Source: an optimization exercise on an open RTL-to-GDS flow (aim: small area). Production flows keep margins and buffers that such runs may drop. Only simulation tests tie the RTL to the original design; equivalence was not proved. The clock port is modelled as an ideal driver; clocking choices that lean on that would not hold on a real chip. No activity file was given, so power comes from the tool's default toggle rates.

===== flow/run.sh =====
#!/bin/bash
# Own layout flow: the standard flow (standard.sh), with these changes to
# how the layout is built:
#  - after the standard synthesis, resynth.sh maps the combinational logic
#    again with ABC for area (flip-flops kept as they are, by name and cell);
#  - after floorplan, combinational cells left above their smallest drive
#    strength are put back to it (downsize.tcl); the placement step's
#    repair_design then buffers or resizes whatever misses a slew or
#    capacitance limit, as usual;
#  - the port buffers are the smallest buffer, buf_1;
set -euo pipefail
W=$(pwd)
R=$W/orfs/results/$FLOW_PLATFORM/TOP_UPdown/base
bash standard.sh synth > "$W/flow_synth.log" 2>&1
cp "$R/1_2_yosys.v" "$W/standard_synth.v"
bash flow/resynth.sh "$W/standard_synth.v" "$W/resynth.v" > "$W/flow_resynth.log" 2>&1
cp "$W/resynth.v" "$R/1_2_yosys.v"
rm -f "$R/1_synth.odb" "$R/1_synth.sdc"
export REMOVE_ABC_BUFFERS=1
export POST_FLOORPLAN_TCL="$W/flow/downsize.tcl"
export BUFFER_PORTS_ARGS="-buffer_cell sky130_fd_sc_hd__buf_1"
export CTS_ARGS="-sink_clustering_enable -repair_clock_nets -dont_use_dummy_load -buf_list sky130_fd_sc_hd__clkbuf_4"
export POST_CTS_TCL="$W/flow/clocktree.tcl"
bash standard.sh > "$W/flow_make.log" 2>&1

===== flow/clocktree.tcl =====
estimate_parasitics -placement
set n 0
foreach inst [[ord::get_db_block] getInsts] {
  if { [[$inst getMaster] getName] ne "sky130_fd_sc_hd__clkbuf_4" } {
    continue
  }
  set worst 0
  foreach it [[[$inst findITerm X] getNet] getITerms] {
    if { [$it isOutputSignal] || [[$it getMTerm] getName] ne "CLK" } {
      continue
    }
    set pin [get_pins [[$it getInst] getName]/[[$it getMTerm] getName]]
    set slew [get_property $pin slew_max]
    if { $slew > $worst } {
      set worst $slew
    }
  }
  if { $worst > 0.120 } {
    puts "clock buffer [$inst getName]: sink slew $worst, using clkbuf_8"
    replace_cell [$inst getName] sky130_fd_sc_hd__clkbuf_8
    incr n
  }
}
puts "upsized $n clock buffers"
if { $n > 0 } {
  detailed_placement
  check_placement -verbose
  estimate_parasitics -placement
}

===== flow/downsize.tcl =====
# Put every combinational cell back to its smallest drive strength
# (flip-flops, clock cells, ties and physical cells are left as they are).
set db [ord::get_db]
set n 0
foreach inst [[ord::get_db_block] getInsts] {
  set master [[$inst getMaster] getName]
  if { ![regexp {^sky130_fd_sc_hd__([a-z0-9]+)_([0-9]+)$} $master -> base size] } {
    continue
  }
  if { $size <= 1 || [regexp {^(s?e?df|dl|clk|tap|fill|decap|conb|diode|lpflow|probe)} $base] } {
    continue
  }
  foreach s {1 0} {
    set cand "sky130_fd_sc_hd__${base}_$s"
    if { $cand ne $master && [$db findMaster $cand] ne "NULL" } {
      puts "downsize [$inst getName] $master -> $cand"
      replace_cell [$inst getName] $cand
      incr n
      break
    }
  }
}
puts "downsized $n cells"

===== flow/resynth.sh =====
#!/bin/bash
# Re-map the combinational logic of the standard synthesis netlist for area.
# The flip-flops (and tie cells) are kept as they are, as black boxes, so
# every register keeps its instance name, cell and output net; only the gates
# between them are mapped again by ABC. Each round tries several ABC scripts
# on the best netlist so far and keeps the smallest result (or the netlist it
# started from, if none is smaller); the rounds stop after one that finds
# nothing smaller, or after six. usage: resynth.sh NETLIST_IN NETLIST_OUT
set -euo pipefail
IN=$1; OUT=$2
W=$(pwd)/resynth; mkdir -p "$W"
YOSYS=${YOSYS_EXE:-$FLOW_HOME/../tools/install/yosys/bin/yosys}
LIB=$FLOW_HOME/platforms/sky130hd/lib/sky130_fd_sc_hd__tt_025C_1v80.lib
DONT_USE=$(sed -n '/^export DONT_USE_CELLS/,/^$/p' "$FLOW_HOME/platforms/sky130hd/config.mk" | tr -d '\\' | tr ' \t' '\n\n' | grep '^sky130' | sed 's/^/-dont_use /' | tr '\n' ' ')
scripts=(
  "strash; dc2; dch -f; map -a; topo; dnsize"
  "strash; dch -f; map -a; topo; dnsize"
  "strash; ifraig; dc2; dch -f; map -a -B 0; topo; dnsize"
  "strash; dch; map -a; topo; dnsize"
  "strash; dch -f; map -a; strash; dch -f; map -a; topo; dnsize"
  "strash; dch -f; map -a; strash; dch -f; map -a; strash; dch -f; map -a; topo; dnsize"
  "strash; dc2; dch -f; map -a; strash; dc2; dch -f; map -a; topo; dnsize"
  "strash; dch; map -a; strash; dch; map -a; topo; dnsize"
)
area_of() {  # area of a netlist, as Yosys counts it with the liberty
  cat > "$W/area.ys" <<EOS
read_liberty -lib $LIB
read_verilog $1
hierarchy -top $FLOW_TOP
stat -liberty $LIB
EOS
  "$YOSYS" -q -s "$W/area.ys" -l "$W/area.log" > /dev/null 2>&1
  grep -E "Chip area for module" "$W/area.log" | tail -1 | awk '{print $NF}'
}
cp "$IN" "$W/best.v"
best_area=$(area_of "$W/best.v")
echo "input: area $best_area"
for round in 1 2 3 4 5 6; do
  start_area=$best_area
  cur="$W/round$round.in.v"
  cp "$W/best.v" "$cur"
  for i in "${!scripts[@]}"; do
    tag="r${round}s$i"
    echo "${scripts[$i]}" > "$W/$tag.abc"
    cat > "$W/$tag.ys" <<EOS
read_liberty -ignore_miss_func $LIB
blackbox sky130_fd_sc_hd__df* sky130_fd_sc_hd__conb_1
read_verilog $cur
hierarchy -top $FLOW_TOP
flatten
rename -hide w:_*_.*
opt_clean
abc -liberty $LIB $DONT_USE -script $W/$tag.abc
opt_clean -purge
setattr -mod -unset blackbox
write_verilog -noattr -nohex -nodec $W/$tag.v
EOS
    if "$YOSYS" -q -s "$W/$tag.ys" -l "$W/$tag.log" > /dev/null 2>&1; then
      area=$(area_of "$W/$tag.v")
      echo "round $round script $i: area $area"
      if [[ -n "$area" ]] && awk "BEGIN{exit !($area < $best_area)}"; then
        cp "$W/$tag.v" "$W/best.v"; best_area=$area
      fi
    else
      echo "round $round script $i: failed"
    fi
  done
  if ! awk "BEGIN{exit !($best_area < $start_area)}"; then
    break
  fi
done
echo "resynth: area $best_area"
cp "$W/best.v" "$OUT"

===== standard.sh =====
#!/bin/bash
# synth_recipe.tcl (not shown) runs the flow's synth.tcl, then flattens the netlist and writes it again
# the make line also repeats each setting of config.mk as NAME=value (left out here)
make -C /OpenROAD-flow-scripts/flow DESIGN_CONFIG=/design/flow/config.mk WORK_HOME=/design/flow/orfs CLKGATE_MAP_FILE= SYNTH_SCRIPT=/design/flow/synth_recipe.tcl "${@:-finish}"

===== config.mk =====
export PLATFORM = sky130hd
export DESIGN_NAME = TOP_UPdown
export DESIGN_NICKNAME = TOP_UPdown
export VERILOG_FILES = /design/flow/design.v
export SDC_FILE = /design/flow/constraint.sdc
export NUM_CORES = 4
export LEC_CHECK = 0
export CAP_MARGIN = 20
export CORE_MARGIN = 2
export CORE_UTILIZATION = 40
export SLEW_MARGIN = 20

===== constraint.sdc =====
create_clock -name core_clock -period 10.0 [get_ports {i_clk}]
set_input_delay 2.0000 -clock core_clock [delete_from_list [all_inputs] [get_ports {i_clk}]]
set_output_delay 2.0000 -clock core_clock [all_outputs]
set_load 0.01 [all_outputs]

===== design.v =====
`timescale 1ns / 1ps
module ButtonController(
    input  i_clk,
    input  i_reset,
    input  i_run,
    input  i_button,
    output o_click       
    );
    localparam [18:0] START = 19'b0101010101010101010;
    localparam [18:0] TERM  = 19'b0011000001111011011;
    reg        r_level;
    reg [18:0] r_cnt;
    wire [18:0] w_cnt = i_run ? r_cnt : START;
    wire w_differ = i_button ^ r_level;
    wire w_term   = (w_cnt == TERM);
    wire w_step   = w_differ & ~w_term;
    wire w_fb     = w_cnt[18] ^ w_cnt[5];
    assign o_click = w_term & r_level & ~i_button;
    always @(posedge i_clk or posedge i_reset) begin
        if (i_reset)     r_level <= 1'b0;
        else if (w_term) r_level <= i_button;
    end
    always @(posedge i_clk) begin
        r_cnt <= w_step ? {~w_cnt[17:0], w_fb} : START;
    end
endmodule
`timescale 1ns / 1ps
module clock_divider(
    input  i_clk,
    input  i_reset,
    input  i_run,
    output [2:0] o_zone
    );
    localparam [14:0] SEG_START = 15'b001010010100000;
    localparam [14:0] SEG_RESET = 15'b111010110101111;
    reg [14:0] r_seg;
    reg [2:0]  r_zone;
    assign o_zone = r_zone;
    wire [14:0] w_seg = i_run ? r_seg : SEG_RESET;
    wire w_end30000 = ((w_seg & 15'b111111110111111) == 15'b000001100001000);
    wire w_end20000 = ((w_seg & 15'b111000111111111) == 15'b000000011100001);
    wire w_end19900 = ((w_seg & 15'b001111111111111) == 15'b000000011001000);
    wire w_end100   = ((w_seg & 15'b010011000010000) == 15'b010000000000000);
    wire w_z01 = ~r_zone[1];                
    wire w_z2  =  r_zone[1] & ~r_zone[2];   
    wire w_z3  =  r_zone[2] &  r_zone[0];   
    wire w_z4  =  r_zone[2] & ~r_zone[0];   
    wire w_end = (w_z01 & w_end30000) | (w_z2 & w_end20000) |
                 (w_z3 & w_end19900) | (w_z4 & w_end100);
    wire w_fb = ~(w_seg[14] ^ w_seg[7]);
    always @(posedge i_clk or posedge i_reset) begin
        if (i_reset)    r_zone <= 3'b000;
        else if (w_end) r_zone <= {r_zone[1] & r_zone[0], r_zone[0], ~r_zone[2]};
    end
    always @(posedge i_clk) begin
        r_seg <= w_end ? SEG_START : {~w_seg[13:0], w_fb};
    end
endmodule
`timescale 1ns / 1ps
`timescale 1ns / 1ps
module Comparator(
    input [2:0] i_zone,
    output o_light_1, o_light_2, o_light_3, o_light_4
    );
    assign o_light_1 = ~i_zone[1] & ~i_zone[0];    
    assign o_light_2 = ~i_zone[1];                 
    assign o_light_3 = ~i_zone[2];                 
    assign o_light_4 = ~(i_zone[2] & ~i_zone[0]);  
endmodule
`timescale 1ns / 1ps
module FSM_LED_UpDown(
    input i_clk,
    input i_reset,
    input  [2:0] i_click,        
    output [2:0] o_lightState    
    );
    reg       r_act0, r_act1;
    reg [2:0] r_s;
    assign o_lightState = r_s;
    wire w_none = ~r_act1 & ~r_act0;
    wire w_up   = ~r_act1 &  r_act0;
    wire w_down =  r_act1 & ~r_act0;
    always @(posedge i_clk or posedge i_reset) begin
        if (i_reset) begin
            r_act0 <= 1'b0;
            r_act1 <= 1'b0;
            r_s    <= 3'b000;
        end else begin
            r_act0 <= i_click[0] | i_click[1];
            r_act1 <= i_click[0] | (~i_click[1] & i_click[2]);
            r_s[0] <= (w_none & r_s[0]) | (w_up & ~r_s[2])           | (w_down & r_s[1]);
            r_s[1] <= (w_none & r_s[1]) | (w_up & (r_s[1] | r_s[0])) | (w_down & r_s[2]);
            r_s[2] <= (w_none & r_s[2]) | (w_up & r_s[1])            | (w_down & r_s[2] & ~r_s[0]);
        end
    end
endmodule
`timescale 1ns / 1ps
module Mux(
    input [4:0] i_x,
    input [2:0] i_select,
    output o_y
    );
    wire s1 = ~i_select[1] &  i_select[0];    
    wire s2 = ~i_select[2] &  i_select[1];    
    wire s3 =  i_select[2] &  i_select[0];    
    wire s4 =  i_select[2] & ~i_select[0];    
    assign o_y = (s1 & i_x[0]) | (s2 & i_x[1]) | (s3 & i_x[2]) | (s4 & i_x[3]);
endmodule
`timescale 1ns / 1ps
module TOP_UPdown(
    input i_clk,
    input i_reset,
    input [2:0] i_button,
    output o_LED_UP_down
    );
    wire [2:0] w_click;
    wire [2:0] w_zone;
    wire [4:0] w_light;
    wire [2:0] w_lightState;
    reg r_run;
    always @(posedge i_clk or posedge i_reset) begin
        if (i_reset) r_run <= 1'b0;
        else         r_run <= 1'b1;
    end
    clock_divider clock_divide (
    .i_clk(i_clk),
    .i_reset(i_reset),
    .i_run(r_run),
    .o_zone(w_zone)
    );
    Comparator Compare(
    .i_zone(w_zone),
    .o_light_1(w_light[0]),
    .o_light_2(w_light[1]),
    .o_light_3(w_light[2]),
    .o_light_4(w_light[3])
    );
    assign w_light[4] = 1'b0;
    ButtonController ButtonController0 (
    .i_clk(i_clk),
    .i_reset(i_reset),
    .i_run(r_run),
    .i_button(i_button[0]),
    .o_click(w_click[0])
    );
    ButtonController ButtonController1 (
    .i_clk(i_clk),
    .i_reset(i_reset),
    .i_run(r_run),
    .i_button(i_button[1]),
    .o_click(w_click[1])
    );
    ButtonController ButtonController2 (
    .i_clk(i_clk),
    .i_reset(i_reset),
    .i_run(r_run),
    .i_button(i_button[2]),
    .o_click(w_click[2])
    );
    FSM_LED_UpDown FSM_LED_UpDown0(
    .i_clk(i_clk),
    .i_reset(i_reset),
    .i_click(w_click),
    .o_lightState(w_lightState)
    );
    Mux Mux(
    .i_x(w_light),
    .i_select(w_lightState),
    .o_y(o_LED_UP_down)
    );
endmodule

==> results of run 1 <==
[how the worst min path moves through the flow]
stage / slack (ns) / cells after the start / to
final: 0.38 / 1 / clock_divide.r_seg[11]
after global routing: 0.39 / 1 / clock_divide.r_seg[11]
after detailed placement: 0.37 / 1 / ButtonController1.r_cnt[17]
after global placement: 0.37 / 1 / clock_divide.r_seg[7]
after floorplan: 0.36 / 1 / clock_divide.r_seg[7]
[where the power goes]
part | internal [W] | switching, W | total (W) | leakage [nW]
combinational | 0.00000387 | 0.0000103 | 0.0000141 | 0.253
clock | 0.0000463 | 0.0000918 | 0.000138 | 0.0440
sequential | 0.000341 | 0.00000408 | 0.000345 | 0.742
total | 0.000391 | 0.000106 | 0.000497 | 1.04
[state kept, by name (all words and copies together), names as in the netlist]
name                       count
ButtonController0.r_cnt       19
ButtonController0.r_level      1
ButtonController1.r_cnt       19
ButtonController1.r_level      1
ButtonController2.r_cnt       19
ButtonController2.r_level      1
FSM_LED_UpDown0.r_act0         1
FSM_LED_UpDown0.r_act1         1
FSM_LED_UpDown0.r_s            3
clock_divide.r_seg            15
clock_divide.r_zone            3
r_run                          1
[worst max-delay path, delay by kind of cell (launching register included)]
kind,cells,cell delay (ns)
DFF,1,0.46
AOI/OAI and AO/OA,2,0.17
and+or+nand+nor,1,0.19
buffers and inverters,1,0.17
[stage by stage]
| step | hold WS (ns) | worst slack (ns) | power [W] | util, % | std cells |
|---|---|---|---|---|---|
| 2_1_floorplan | 0.3610 | 6.897 | 0.0003615 | - | 270 |
| 3_3_place_gp | 0.3686 | 6.271 | 0.0003669 | 42.77 | 352 |
| 3_5_place_dp | 0.3712 | 6.288 | 0.0003669 | 42.77 | 352 |
| 5_1_grt | 0.3943 | 6.459 | 0.0005225 | 43.94 | 361 |
| 6_report | 0.3818 | 6.613 | 0.0004970 | 43.94 | 361 |
[metal layers]
metal | up-vias | track usage [%] | wire, µm
met5 | - | 0 | 0
met4 | 0 | 8.225 | 81
met3 | 7 | 3.245 | 116
met2 | 14 | 19.26 | 1824
met1 | 794 | 16.74 | 2138
li1 | 911 | - | -
[final cells by class]
cell class	count	area (µm²)	area share (%)
inverter	18	67.56	2.436
clock buffer	9	73.82	2.661
timing repair buffer	5	18.77	0.6766
sequential	84	1742	62.79
multi-input combinational	168	775.7	27.97
tap	77	96.34	3.473
[layout by cell type (no fill, tap or decap), drive strengths merged, types with 6 or more instances in the layout]
cell type   n
dfxtp      72
nor2       60
nand2      49
clkinv     18
dfrtp      12
nor3       10
a21oi       9
clkbuf      9
nand4       7
nand3       6
==> reports/metrics.csv, run 1 <==
metric,value,unit
fraction of layout cells with a size suffix above 1,3.169,%
period utilization,33.87,%
Worst Max-Slew Pin Slew,1.051,ns
GP Congestion,0.7852,
first-pass GRT wire length,7100,µm
Horiz. Die Dim,84.39,µm
Slowest cell on crit path,dfrtp_1,
Reg2Reg Depth,9,
I/O pin count,6,
total negative slack,0,ns
Nets,291,
Worst Setup EP,o_LED_UP_down,
crit end category,output port,
Min-Delay Path Class,flip-flop to flip-flop,
Period minus WS final,3.387,ns
DP Wirelength,3014,µm
Worst setup SP type,flip-flop,
initial DRC count,29,
Die ar.,7122,µm²
via count,1726,
Worst EP arrival,1.39,ns
design area,2774,µm²
Clock Latency Late Sink,0.40,ns
Clock Skew,0.03206,ns
Hold Crit Start,clock_divide.r_seg[10],
post-synthesis average cell area,9.574,µm²
R2R setup slack,7.12,ns
Synth Instances,270,
Max-slew headroom,29.01,%
total wire length,4160,µm
Slowest Stage Delay on Critical Path,0.46,ns
"Hold Vio Cnt, Final",0,
RR Startpoint,r_run,
max-slew violation count,0,
Starting Density,40.94,%
"Warnings, synthesis",4,
GRT overflow,0,
Crit Path Class,flip-flop to output port,
clock sink count,84,
DRT Pass-1 Iters,4,
largest net degree at the start of global routing,18,
Mapped Area,2585,µm²
wire length per cell,11.52,µm
DRC violations left,0,
# diodes,0,
area grow syn2layout,7.309,%
vias in the first global route,1598,
clk slew on worst S/H paths,0.12,ns
fmax,295.3,MHz
Worst EP required,8.00,ns
GRT Util Overall,12.92,%
core area,6314,µm²
worst-path fanout max,6,
FP Rows,29,
"Cell Area, Placed",2700,µm²
initial antenna violation count,0,
terminus of the critical flop-to-flop path,clock_divide.r_seg[8],
max capacitance violation total,0,
P per Cell Area,179.2,nW/µm²
final setup vio count,0,
crit-path cells,"nor3_1, a21oi_1, o22ai_1, buf_1",
drt via density,4.781,
Fill cells,637,
Antenna Violating Nets Remaining,0,
CTS tree,built,
status,"complete, no violations",
Vert. Die Dim,84.39,µm
RSZ-0062 raised after global routing,false,
PortBufs,5,
leakage power,1.038,nW
maximum VDD drop,0.07052,mV
Worst Setup SP,clock_divide.r_zone[0],
==> run 2: changes to the inputs <==
==> flow/resynth.sh (replaced) <==
#!/bin/bash
set -euo pipefail
IN=$1; OUT=$2
BEAM=3; ROUNDS=5
W=$(pwd)/resynth; mkdir -p "$W"
YOSYS=${YOSYS_EXE:-$FLOW_HOME/../tools/install/yosys/bin/yosys}
LIB=$FLOW_HOME/platforms/sky130hd/lib/sky130_fd_sc_hd__tt_025C_1v80.lib
DONT_USE=$(sed -n '/^export DONT_USE_CELLS/,/^$/p' "$FLOW_HOME/platforms/sky130hd/config.mk" | tr -d '\\' | tr ' \t' '\n\n' | grep '^sky130' | sed 's/^/-dont_use /' | tr '\n' ' ')
scripts=(
  "strash; dc2; dch -f; map -a; topo; dnsize"
  "strash; dch -f; map -a; topo; dnsize"
  "strash; ifraig; dc2; dch -f; map -a -B 0; topo; dnsize"
  "strash; dch; map -a; topo; dnsize"
  "strash; dch -f; map -a; strash; dch -f; map -a; topo; dnsize"
  "strash; dch -f; map -a; strash; dch -f; map -a; strash; dch -f; map -a; topo; dnsize"
  "strash; dc2; dch -f; map -a; strash; dc2; dch -f; map -a; topo; dnsize"
  "strash; dch; map -a; strash; dch; map -a; topo; dnsize"
  "strash; rewrite; rewrite -z; balance; dch -f; map -a; topo; dnsize"
  "strash; &get -n; &dc2; &put; dch; map -a; topo; dnsize"
  "strash; resub; dch; map -a; topo; dnsize"
  "strash; &get -n; &b; &put; dch -f; map -a; topo; dnsize"
)
area_of() {  # area of a netlist, as Yosys counts it with the liberty
  cat > "$W/area.ys" <<EOS
read_liberty -lib $LIB
read_verilog $1
hierarchy -top $FLOW_TOP
stat -liberty $LIB
EOS
  "$YOSYS" -q -s "$W/area.ys" -l "$W/area.log" > /dev/null 2>&1
  grep -E "Chip area for module" "$W/area.log" | tail -1 | awk '{print $NF}'
}
for i in "${!scripts[@]}"; do
  echo "${scripts[$i]}" > "$W/s$i.abc"
done
cp "$IN" "$W/in.v"
best_area=$(area_of "$W/in.v")
best="$W/in.v"
echo "input: area $best_area"
beam=("$W/in.v")
for round in $(seq 1 $ROUNDS); do
  start_area=$best_area
  : > "$W/round$round.list"
  for b in "${!beam[@]}"; do
    for i in "${!scripts[@]}"; do
      tag="r${round}b${b}s$i"
      cat > "$W/$tag.ys" <<EOS
read_liberty -ignore_miss_func $LIB
blackbox sky130_fd_sc_hd__df* sky130_fd_sc_hd__conb_1
read_verilog ${beam[$b]}
hierarchy -top $FLOW_TOP
flatten
rename -hide w:_*_.*
opt_clean
abc -liberty $LIB $DONT_USE -script $W/s$i.abc
opt_clean -purge
setattr -mod -unset blackbox
write_verilog -noattr -nohex -nodec $W/$tag.v
EOS
      if "$YOSYS" -q -s "$W/$tag.ys" -l "$W/$tag.log" > /dev/null 2>&1; then
        area=$(area_of "$W/$tag.v")
        echo "round $round beam $b script $i: area $area"
        [[ -n "$area" ]] && echo "$area $W/$tag.v" >> "$W/round$round.list"
      else
        echo "round $round beam $b script $i: failed"
      fi
    done
  done
  # next beam: the BEAM smallest results of this round, one per area value
  mapfile -t beam < <(sort -n -k1,1 "$W/round$round.list" | awk '!seen[$1]++' | head -n $BEAM | awk '{print $2}')
  [[ ${#beam[@]} -gt 0 ]] || break
  top=$(sort -n -k1,1 "$W/round$round.list" | head -1)
  top_area=${top%% *}
  if awk "BEGIN{exit !($top_area < $best_area)}"; then
    best_area=$top_area; best=${top#* }
  fi
  if ! awk "BEGIN{exit !($best_area < $start_area)}"; then
    break
  fi
done
echo "resynth: area $best_area ($best)"
cp "$best" "$OUT"
==> run 2 against run 1 <==
  * Die area fell by 1.2%
  * Global-route usage rose by 0.63 points
  * Clock skew barely moved
  * Flip-flop and latch count did not move
  * Power rose by 1.3%
  * Register-to-register slack improved by 0.46 ns
  * Hold slack got worse by 0.0086 ns
  * Critical path depth did not move
  * Clock power rose by 5%
  * Worst setup slack got worse by 0.034 ns
  * Largest power group unchanged
  * Critical path type unchanged
  * First-iteration DRC count rose by 76%
==> reports/metrics.csv, run 2 <==
metric,value,unit
initial antenna violation count,0,
via count,1718,
Slowest cell on crit path,dfrtp_1,
I/O pin count,6,
largest net degree at the start of global routing,15,
wire length per cell,11.66,µm
area grow syn2layout,7.643,%
period utilization,34.20,%
vias in the first global route,1655,
Worst EP arrival,1.42,ns
Internal,0.0003949,W
Max-slew headroom,57.26,%
Mapped Area,2554,µm²
"Hold Vio Cnt, Final",0,
fraction of layout cells with a size suffix above 1,3.203,%
Worst Setup SP,clock_divide.r_zone[0],
worst-path fanout max,4,
DP Wirelength,2935,µm
"CP delay by family, top",flip-flops,
Crit Path Class,flip-flop to output port,
Horiz. Die Dim,83.90,µm
max-slew violation count,0,
Synth Instances,267,
Nets,288,
design area,2749,µm²
Die ar.,7039,µm²
Clk pwr share,28.8,%
"most common cell after layout, fill and taps aside",dfxtp_1,
Comb power frac,2.8,%
worst path bufs/invs,2,
Vert. Die Dim,83.90,µm
PortBufs,5,
FP Rows,29,
Largest regs,"ButtonController0.r_cnt x19, ButtonController1.r_cnt x19, ButtonController2.r_cnt x19",
first-pass GRT wire length,7521,µm
core area,6277,µm²
Clock Latency Late Sink,0.41,ns
RSZ-0062 raised after global routing,false,
"commonest cells after routing, fill and taps aside","dfxtp_1 (72), nand2_1 (53), nor2_1 (53)",
Slowest Stage Delay on Critical Path,0.41,ns
Sw Pwr,0.0001087,W
DRT Pass-1 Iters,4,
"Warnings, synthesis",4,
total wire length,4176,µm
RR Startpoint,r_run,
Min-Delay Path Class,flip-flop to flip-flop,
Clock Skew,0.03195,ns
fmax,292.4,MHz
Hold Crit Start,ButtonController2.r_cnt[14],
total negative slack,0,ns
Starting Density,40.68,%
max capacitance violation total,0,
maximum VDD drop,0.09301,mV
Worst setup SP type,flip-flop,
Final Core Density,43.79,%
GRT overflow,0,
Sw Ratio,21.58,%
initial DRC count,51,
crit end category,output port,
clock sink count,84,
CTS tree,built,
P per Cell Area,183.2,nW/µm²
GP Congestion,0.7928,
power share of the sequential group,68.5,%
Worst Max-Slew Pin Slew,0.6388,ns
post-synthesis average cell area,9.564,µm²
Period minus WS final,3.420,ns
GRT Util Overall,13.55,%
DRC violations left,0,
status,"complete, no violations",
Worst EP required,8.00,ns
# diodes,0,
clk slew on worst S/H paths,0.11,ns
drt via density,4.799,
Antenna Violating Nets Remaining,0,
"Cell Area, Placed",2669,µm²
final setup vio count,0,
leakage power,1.042,nW
crit-path cells,"clkinv_1, o21ai_0, a32o_1, buf_1",
run 2: metal layers:
| metal | part of all wire (%) | GRT usage (%) |
|---|---|---|
| met5 | 0 | 0 |
| met3 | 4.4 | 5.935 |
| met1 | 52 | 18.62 |
| met2 | 43 | 18.91 |
| met4 | 0.86 | 4.839 |
run 2: final timing paths:
check	endpoint	slack (ns)	cells after the start
setup / recovery	o_LED_UP_down	6.58	4
hold / removal	ButtonController2.r_cnt[15]	0.37	1
setup reg to reg	ButtonController2.r_cnt[3]	7.58	7
hold reg to reg	ButtonController2.r_cnt[15]	0.37	1
max in group asynchronous	ButtonController2.r_level	8.23	2
min in group asynchronous	ButtonController0.r_level	1.49	2
run 2: power groups by stage:
stage / Sequential (W) / Clock (W) / Combinational, W
3_5_place_dp: 0.000352 / 0 / 0.0000141
5_1_grt: 0.000346 / 0.000167 / 0.0000163
2_1_floorplan: 0.000351 / 0 / 0.0000102
3_3_place_gp: 0.000353 / 0 / 0.0000139
6_report: 0.000345 / 0.000145 / 0.0000140
run 2: metrics by stage:
stage	instances	total power, W	hold WS, ns	worst slack, ns
after floorplan	267	0.0003613	0.3615	6.976
after global placement	349	0.0003664	0.3659	6.407
after detailed placement	349	0.0003664	0.3685	6.475
after global routing	358	0.0005287	0.3784	6.419
final	358	0.0005036	0.3732	6.580
run 2: worst register-to-register path, cell delays in order, from the launching register on:
cell and delay (ns):
dfrtp_1 0.43, clkinv_1 0.31, nor3_1 0.29, nand3_1 0.09, or4_1 0.48, nand2_1 0.30, clkinv_1 0.32, nand2_1 0.13
run 2: cell type report:
type	count	area (µm²)
Clock buffer	9	80.08
Fill cell	636	3528
Inverter	19	71.32
Multi-Input combinational cell	164	740.7
Sequential cell	84	1742
Tap cell	77	96.34
Timing Repair Buffer	5	18.77
==> run 3: changes to the inputs <==
--- a/design.v
+++ b/design.v
@@ -11,17 +11,15 @@
     reg        r_level;
     reg [18:0] r_cnt;
     wire [18:0] w_cnt = i_run ? r_cnt : START;
-    wire w_differ = i_button ^ r_level;
+    wire w_level = i_run & r_level;
+    wire w_differ = i_button ^ w_level;
     wire w_term   = (w_cnt == TERM);
     wire w_step   = w_differ & ~w_term;
     wire w_fb     = w_cnt[18] ^ w_cnt[5];
-    assign o_click = w_term & r_level & ~i_button;
-    always @(posedge i_clk or posedge i_reset) begin
-        if (i_reset)     r_level <= 1'b0;
-        else if (w_term) r_level <= i_button;
-    end
+    assign o_click = w_term & w_level & ~i_button;
     always @(posedge i_clk) begin
-        r_cnt <= w_step ? {~w_cnt[17:0], w_fb} : START;
+        r_level <= w_term ? i_button : w_level;
+        r_cnt   <= w_step ? {~w_cnt[17:0], w_fb} : START;
     end
 endmodule
 `timescale 1ns / 1ps
@@ -35,25 +33,23 @@
     localparam [14:0] SEG_RESET = 15'b111010110101111;
     reg [14:0] r_seg;
     reg [2:0]  r_zone;
-    assign o_zone = r_zone;
+    wire [2:0] w_zone = i_run ? r_zone : 3'b000;
+    assign o_zone = w_zone;
     wire [14:0] w_seg = i_run ? r_seg : SEG_RESET;
     wire w_end30000 = ((w_seg & 15'b111111110111111) == 15'b000001100001000);
     wire w_end20000 = ((w_seg & 15'b111000111111111) == 15'b000000011100001);
     wire w_end19900 = ((w_seg & 15'b001111111111111) == 15'b000000011001000);
     wire w_end100   = ((w_seg & 15'b010011000010000) == 15'b010000000000000);
-    wire w_z01 = ~r_zone[1];                
-    wire w_z2  =  r_zone[1] & ~r_zone[2];   
-    wire w_z3  =  r_zone[2] &  r_zone[0];   
-    wire w_z4  =  r_zone[2] & ~r_zone[0];   
+    wire w_z01 = ~w_zone[1];                
+    wire w_z2  =  w_zone[1] & ~w_zone[2];   
+    wire w_z3  =  w_zone[2] &  w_zone[0];   
+    wire w_z4  =  w_zone[2] & ~w_zone[0];   
     wire w_end = (w_z01 & w_end30000) | (w_z2 & w_end20000) |
                  (w_z3 & w_end19900) | (w_z4 & w_end100);
     wire w_fb = ~(w_seg[14] ^ w_seg[7]);
-    always @(posedge i_clk or posedge i_reset) begin
-        if (i_reset)    r_zone <= 3'b000;
-        else if (w_end) r_zone <= {r_zone[1] & r_zone[0], r_zone[0], ~r_zone[2]};
-    end
     always @(posedge i_clk) begin
-        r_seg <= w_end ? SEG_START : {~w_seg[13:0], w_fb};
+        r_zone <= w_end ? {w_zone[1] & w_zone[0], w_zone[0], ~w_zone[2]} : w_zone;
+        r_seg  <= w_end ? SEG_START : {~w_seg[13:0], w_fb};
     end
 endmodule
 `timescale 1ns / 1ps
@@ -71,27 +67,27 @@
 module FSM_LED_UpDown(
     input i_clk,
     input i_reset,
+    input i_run,
     input  [2:0] i_click,        
     output [2:0] o_lightState    
     );
     reg       r_act0, r_act1;
     reg [2:0] r_s;
-    assign o_lightState = r_s;
-    wire w_none = ~r_act1 & ~r_act0;
-    wire w_up   = ~r_act1 &  r_act0;
-    wire w_down =  r_act1 & ~r_act0;
-    always @(posedge i_clk or posedge i_reset) begin
-        if (i_reset) begin
-            r_act0 <= 1'b0;
-            r_act1 <= 1'b0;
-            r_s    <= 3'b000;
-        end else begin
-            r_act0 <= i_click[0] | i_click[1];
-            r_act1 <= i_click[0] | (~i_click[1] & i_click[2]);
-            r_s[0] <= (w_none & r_s[0]) | (w_up & ~r_s[2])           | (w_down & r_s[1]);
-            r_s[1] <= (w_none & r_s[1]) | (w_up & (r_s[1] | r_s[0])) | (w_down & r_s[2]);
-            r_s[2] <= (w_none & r_s[2]) | (w_up & r_s[1])            | (w_down & r_s[2] & ~r_s[0]);
-        end
+    wire [2:0] w_s = i_run ? r_s : 3'b000;
+    assign o_lightState = w_s;
+    wire w_act0 = i_run & r_act0;
+    wire w_act1 = i_run & r_act1;
+    wire w_none = ~w_act1 & ~w_act0;
+    wire w_up   = ~w_act1 &  w_act0;
+    wire w_down =  w_act1 & ~w_act0;
+    always @(posedge i_clk) begin
+        r_act0 <= i_click[0] | i_click[1];
+        r_act1 <= i_click[0] | (~i_click[1] & i_click[2]);
+    end
+    always @(posedge i_clk) begin
+        r_s[0] <= (w_none & w_s[0]) | (w_up & ~w_s[2])           | (w_down & w_s[1]);
+        r_s[1] <= (w_none & w_s[1]) | (w_up & (w_s[1] | w_s[0])) | (w_down & w_s[2]);
+        r_s[2] <= (w_none & w_s[2]) | (w_up & w_s[1])            | (w_down & w_s[2] & ~w_s[0]);
     end
 endmodule
 `timescale 1ns / 1ps
@@ -160,6 +156,7 @@
     FSM_LED_UpDown FSM_LED_UpDown0(
     .i_clk(i_clk),
     .i_reset(i_reset),
+    .i_run(r_run),
     .i_click(w_click),
     .o_lightState(w_lightState)
     );
--- a/config.mk
+++ b/config.mk
@@ -7,5 +7,6 @@
 export LEC_CHECK = 0
 export CAP_MARGIN = 20
 export CORE_MARGIN = 2
-export CORE_UTILIZATION = 40
+export CORE_UTILIZATION = 65
+export PLACE_DENSITY = 0.75
 export SLEW_MARGIN = 20
==> run 3 against run 2 <==
  * Sequential share of layout area is 0.72 points lower
  * Hold slack better by 0.018 ns
  * Final cell count down 5.6%
  * Register-to-register slack got worse by 0.28 ns
  * Flip-flop and latch count unchanged
  * Power shrank 3.4%
  * Clock power decreased by 8%
  * Largest power group unchanged
==> reports/metrics.csv, run 3 <==
metric,value,unit
GRT overflow,0,
PortBufs,5,
# diodes,0,
"Warnings, synthesis",4,
Worst Max-Slew Pin Slew,0.6056,ns
status,"complete, no violations",
drt via density,5.373,
P per Cell Area,180.6,nW/µm²
CTS tree,built,
final setup vio count,0,
area grow syn2layout,5.749,%
crit end category,output port,
Period minus WS final,3.817,ns
max-slew violation count,0,
Die ar.,4434,µm²
Synth Instances,276,
Worst setup SP type,flip-flop,
worst hold slack,0.3914,ns
GRT Util Overall,22.33,%
Crit Path Class,flip-flop to output port,
core area,3716,µm²
DP Wirelength,2954,µm
Antenna Violating Nets Remaining,0,
vias in the first global route,1615,
Mapped Area,2546,µm²
wire length per cell,12.25,µm
Nets,297,
GP Congestion,0.8192,
initial antenna violation count,0,
total negative slack,0,ns
initial DRC count,196,
Max-slew headroom,59.48,%
clock sink count,84,
fmax,262.0,MHz
Min-Delay Path Class,flip-flop to flip-flop,
I/O pin count,6,
fraction of layout cells with a size suffix above 1,3.103,%
max capacitance violation total,0,
largest net degree at the start of global routing,14,
worst-path fanout max,13,
total wire length,4141,µm
Horiz. Die Dim,66.59,µm
period utilization,38.17,%
Worst EP required,8.00,ns
"commonest cells after routing, fill and taps aside","dfxtp_1 (83), nor2_1 (56), nand2_1 (54)",
"most common cell after layout, fill and taps aside",dfxtp_1,
Worst EP arrival,1.82,ns
clk slew on worst S/H paths,0.12,ns
first-pass GRT wire length,7141,µm
FP Rows,22,
"Hold Vio Cnt, Final",0,
Vert. Die Dim,66.59,µm
pre-CTS setup slack,6.281,ns
Clock Latency Late Sink,0.41,ns
final setup margin,6.183,ns
DRC violations left,0,
via count,1816,
DRT Pass-1 Iters,4,
RSZ-0062 raised after global routing,false,
post-synthesis average cell area,9.225,µm²
Clock Skew,0.02634,ns
leakage power,0.9965,nW
Starting Density,68.52,%
maximum VDD drop,0.1341,mV
Largest regs,"ButtonController0.r_cnt x19, ButtonController1.r_cnt x19, ButtonController2.r_cnt x19",
[run 3: final cells by class]
cell class	instances	area, µm²
Clock buffer	9	67.56
Fill cell	276	1023
Inverter	17	63.81
Multi-Input combinational cell	175	795.8
Sequential cell	84	1687
Tap cell	48	60.06
Timing Repair Buffer	5	18.77
[run 3: power breakdown]
group	total [W]	leakage [nW]	internal, W	switching, W
clock	0.000133	0.0414	0.0000419	0.0000908
combinational	0.0000110	0.269	0.00000308	0.00000788
sequential	0.000343	0.686	0.000339	0.00000358
total	0.000486	0.997	0.000384	0.000102
[run 3: final timing paths]
| kind | cells past startpoint | endpoint | slack, ns | from |
|---|---|---|---|---|
| worst min register to register | 1 | ButtonController0.r_cnt[17] | 0.39 | ButtonController0.r_cnt[16] |
| worst min-delay path | 1 | ButtonController0.r_cnt[17] | 0.39 | ButtonController0.r_cnt[16] |
| min in group asynchronous | 2 | r_run | 1.37 | i_reset |
| worst max-delay path | 3 | o_LED_UP_down | 6.18 | r_run |
| max in group asynchronous | 2 | r_run | 8.55 | i_reset |
| worst max register to register | 8 | clock_divide.r_zone[1] | 7.30 | r_run |
[run 3: critical path: stages (launching register included)]
cell and delay [ns]:
dfrtp_1 0.62, clkinv_1 0.43, nor2_1 0.19, buf_1 0.16
[run 3: layer usage]
layer	up-vias	share of wire [%]	global-route usage (%)
met1	828	50	30.41
met2	43	44	30.38
met4	0	1.4	10.46
met5	-	0	0
li1	937	-	-
met3	8	5.0	9.628
[run 3: metrics by stage]
| stage | power, W | instances | utilization (%) | cell area, µm² |
|---|---|---|---|---|
| after floorplan | 0.0003571 | 276 | - | 2546 |
| after global placement | 0.0003611 | 329 | 70.64 | 2625 |
| after detailed placement | 0.0003613 | 329 | 70.64 | 2625 |
| after global routing | 0.0005072 | 338 | 72.46 | 2693 |
| final | 0.0004862 | 338 | 72.46 | 2693 |

what the ideal ports hide:
In the flow no input, the clock included, has a driving cell. The finished layouts below were timed again as built, in two steps.
Step 1: set_driving_cell puts a clkbuf_16 on i_clk and a buf_2 on each other input, an assumption about the parent block.
Step 2 adds t to the input delays and takes it off the output delays; t is the mean of the earliest and latest rising clock arrival at the registers after step 1. Input paths then give back, and output paths get back, about the clock's delay inside the block.
Three values: ideal ports, drivers, drivers and shift; two values: the first two.
run | t, ns | setup slack, ns | worst register clock-pin slew, ns | pins driven straight from the clock port
run 1 | 0.415 | 6.613 / 6.586 / 6.332 | 0.12 / 0.12 | 1
run 2 | 0.423 | 6.580 / 6.553 / 6.465 | 0.11 / 0.11 | 1
run 3 | 0.424 | 6.183 / 6.159 / 6.252 | 0.12 / 0.12 | 1
After both steps setup and hold are still met in every run listed. The setup slack of run 1, which loses most, moves by -0.027 ns with the drivers and by -0.281 ns with both steps.
